This design comes from an exercise in tuning for small area, a short achievable clock period and few clock cycles on the open sky130 flow, not from production work.
Function was checked by simulation only, so behaviour that the tests miss may differ from the original.

==> flow/design.v (excerpt) <==
module proc (
   imem_addr, dmem_addr, dmem_wdata, dmem_we, halted,
   clk, rst, imem_data, dmem_rdata
   );
Size in the first run: ~1800 cells after synthesis, ~210 flip-flops, ~84 I/O pins, roughly 0.013 sq mm of cells after synthesis.
Settings: LEC_CHECK=0, ABC_AREA=1, CAP_MARGIN=20, CORE_MARGIN=2, CORE_UTILIZATION=40, PLACE_DENSITY=0.6, SLEW_MARGIN=20, TNS_END_PERCENT=0; clock period 12.0 ns.
standard.sh (not shown) runs the stock make flow with config.mk's settings and CLKGATE_MAP_FILE= SYNTH_SCRIPT=/design/flow/synth_recipe.tcl, a recipe that flattens the netlist after the stock synthesis.
==> flow/flow/run.sh <==
#!/bin/bash
# The standard layout (the standard.sh: standard synthesis, ORFS floorplan to finish)
# with these changes:
#  - repair_timing aims at a larger setup slack (SETUP_SLACK_MARGIN) at the design's
#    unchanged clock period;
#  - every input and output port still gets its own buffer, a plain buf_2 instead of
#    the delay cell (clkdlybuf4s50_1) that buffer_ports picks by default;
#  - clock tree synthesis as ORFS runs it, without dummy loads.
set -euo pipefail
bash standard.sh SETUP_SLACK_MARGIN=7.5 ADDER_MAP_FILE= \
  "BUFFER_PORTS_ARGS=-buffer_cell sky130_fd_sc_hd__buf_2" \
  "CTS_ARGS=-sink_clustering_enable -repair_clock_nets -dont_use_dummy_load -buf_list sky130_fd_sc_hd__clkbuf_8" \
  finish > flow_make.log 2>&1
The first run ran to the end with no violations.
Testbench counts at the start, summed over its fixed seeds: cycles 36,069.
Edit:
--- a/flow/flow/run.sh
+++ b/flow/flow/run.sh
@@ -3 +3,4 @@
-# with these changes:
+# with these changes, all passed to ORFS as make variables:
+#  - ADDER_MAP_FILE is empty, so synthesis skips ORFS's adder step (extract_fa and the
+#    mapping of adders to the ha/fa cells) and ABC maps the adders as plain logic;
+#    the registers are those of the standard synthesis;
@@ -8 +11,2 @@
-#  - clock tree synthesis as ORFS runs it, without dummy loads.
+#  - clock tree synthesis as ORFS runs it, with clkbuf_8 and without dummy loads.
+# make's output goes to flow_make.log; each ORFS step writes its own log under orfs/logs.
@@ -10 +14,4 @@
-bash standard.sh SETUP_SLACK_MARGIN=7.5 ADDER_MAP_FILE= \
+rm -rf orfs_scripts
+cp -r "$FLOW_HOME/scripts" orfs_scripts
+cp flow/abc_area.script orfs_scripts/abc_area.script
+bash standard.sh SCRIPTS_DIR="$PWD/orfs_scripts" SETUP_SLACK_MARGIN=7.5 ADDER_MAP_FILE= \
==> flow/flow/abc_area.script (new file) <==
strash
balance
rewrite
refactor
balance
rewrite
rewrite -z
balance
refactor -z
rewrite -z
balance
dch
map -a
topo
stime -c
buffer -c
upsize -c
dnsize -c
Die area came out lower by 9.8%.
Cell area came out lower by 12%.
Hold slack gains 0.019 ns.
Edit:
--- a/flow/flow/run.sh
+++ b/flow/flow/run.sh
@@ -14,4 +14 @@
-rm -rf orfs_scripts
-cp -r "$FLOW_HOME/scripts" orfs_scripts
-cp flow/abc_area.script orfs_scripts/abc_area.script
-bash standard.sh SCRIPTS_DIR="$PWD/orfs_scripts" SETUP_SLACK_MARGIN=7.5 ADDER_MAP_FILE= \
+bash standard.sh SETUP_SLACK_MARGIN=7.5 ADDER_MAP_FILE= \
@@ -19 +16 @@
-  "CTS_ARGS=-sink_clustering_enable -repair_clock_nets -dont_use_dummy_load -buf_list sky130_fd_sc_hd__clkbuf_8" \
+  "CTS_ARGS=-sink_clustering_enable -repair_clock_nets -dont_use_dummy_load -buf_list {sky130_fd_sc_hd__clkbuf_4 sky130_fd_sc_hd__clkbuf_8}" \
removed: flow/flow/abc_area.script
Effect: Cell count goes up by 21%. Wire length rose by 11%. Die area is higher by 11%. Hold slack is worse by 0.019 ns. Core utilization grows by 0.65 points.


oak:
Another version of the RTL of proc (not shown whole).
Size in the first run: roughly 1300 cells after synthesis, roughly 84 I/O pins.
clock: 12.0 ns
lec_check: 0
abc_area: 1
cap_margin: 20
core_margin: 2
core_utilization: 40
place_density: 0.6
slew_margin: 20
==> flow/flow/run.sh <==
#!/bin/bash
# The standard layout (the standard.sh: standard synthesis, ORFS floorplan to finish)
# with these changes:
#  - ABC maps the logic with flow/abc_area.script (ABC_AREA is 1) instead of ORFS's
#    abc_area.script; ORFS's scripts are copied into the work folder for that, nothing
#    else in them changes, and the registers are those of the standard synthesis;
#  - repair_timing aims at a larger setup slack (SETUP_SLACK_MARGIN) at the design's
#    unchanged clock period;
#  - every input and output port still gets its own buffer, a plain buf_2 instead of
#    the delay cell (clkdlybuf4s50_1) that buffer_ports picks by default;
#  - clock tree synthesis with clkbuf_8 and without dummy loads.
set -euo pipefail
rm -rf orfs_scripts
cp -r "$FLOW_HOME/scripts" orfs_scripts
cp flow/abc_area.script orfs_scripts/abc_area.script
bash standard.sh SCRIPTS_DIR="$PWD/orfs_scripts" SETUP_SLACK_MARGIN=5 \
  "BUFFER_PORTS_ARGS=-buffer_cell sky130_fd_sc_hd__buf_2" \
  "CTS_ARGS=-sink_clustering_enable -repair_clock_nets -dont_use_dummy_load -buf_list sky130_fd_sc_hd__clkbuf_8 -sink_clustering_size 20" \
  finish > flow_make.log 2>&1
==> flow/flow/abc_area.script <==
strash
dch
map -a
topo
stime -c
buffer -c
upsize -c
dnsize -c
Looking at the reports, oak completed the entire flow and the layout it produced met the timing, design-rule and antenna checks.
Testbench counts of oak, summed over its fixed seeds: cycles 36,069.
What pine does differently from oak at the input level:
# oak
export LEC_CHECK = 0
export ABC_AREA = 1
export CAP_MARGIN = 20
export CORE_MARGIN = 2
export CORE_UTILIZATION = 40
export PLACE_DENSITY = 0.6
export SLEW_MARGIN = 20
create_clock -name core_clock -period 12.0 [get_ports {clk}]
# pine
export LEC_CHECK = 0
export CAP_MARGIN = 20
export CORE_MARGIN = 2
export CORE_UTILIZATION = 40
export PLACE_DENSITY = 0.6
export SLEW_MARGIN = 20
export TNS_END_PERCENT = 0
create_clock -name core_clock -period 12.0 [get_ports {clk}]
==> flow/flow/run.sh <==
#!/bin/bash
set -euo pipefail
bash standard.sh SETUP_SLACK_MARGIN=7 finish > flow_make.log 2>&1
removed: flow/flow/abc_area.script
- Looking at leading cell type in the layout, fill and taps excluded, the sky130_fd_sc_hd__edfxtp_1 result is from pine; the sky130_fd_sc_hd__nand2_1 one comes from oak.
- pine does better than oak on worst setup slack.
- Compared to oak, pine has synthesized-area fraction occupied by and/or/nand/nor cells 3.4 points lower.
- pine ended with more count of buffering cells on the critical path with inverters included than oak.

-- separate check: timing with driven ports --
The flow's constraints put no driver on any port. The routed layouts listed below were extracted and timed again, unchanged, in two steps.
Step 1 assumes that a clkbuf_16 drives the clock port and a buf_2 every other input.
Step 2 moves the port delays by t, midway between the first and last clock arrival at a register: inputs arrive t later, outputs are due t later. That takes back most of the time a late clock gives input paths.
Three values: ideal ports, drivers, drivers and shift; two values: the first two.
run	shift t [ns]	slack for setup (ns)	worst slew at a driven data input, ns
the first run of note 1	0.559	7.258 / 7.213 / 6.832	0.05
the second run of note 1	0.544	6.622 / 6.577 / 6.295	0.04
the third run of note 1	0.559	7.258 / 7.213 / 6.832	0.05
oak	0.503	5.179 / 5.133 / 5.636	0.04
pine	0.490	5.443 / 5.395 / 5.484	0.04
After both steps setup and hold are still met in every run listed.
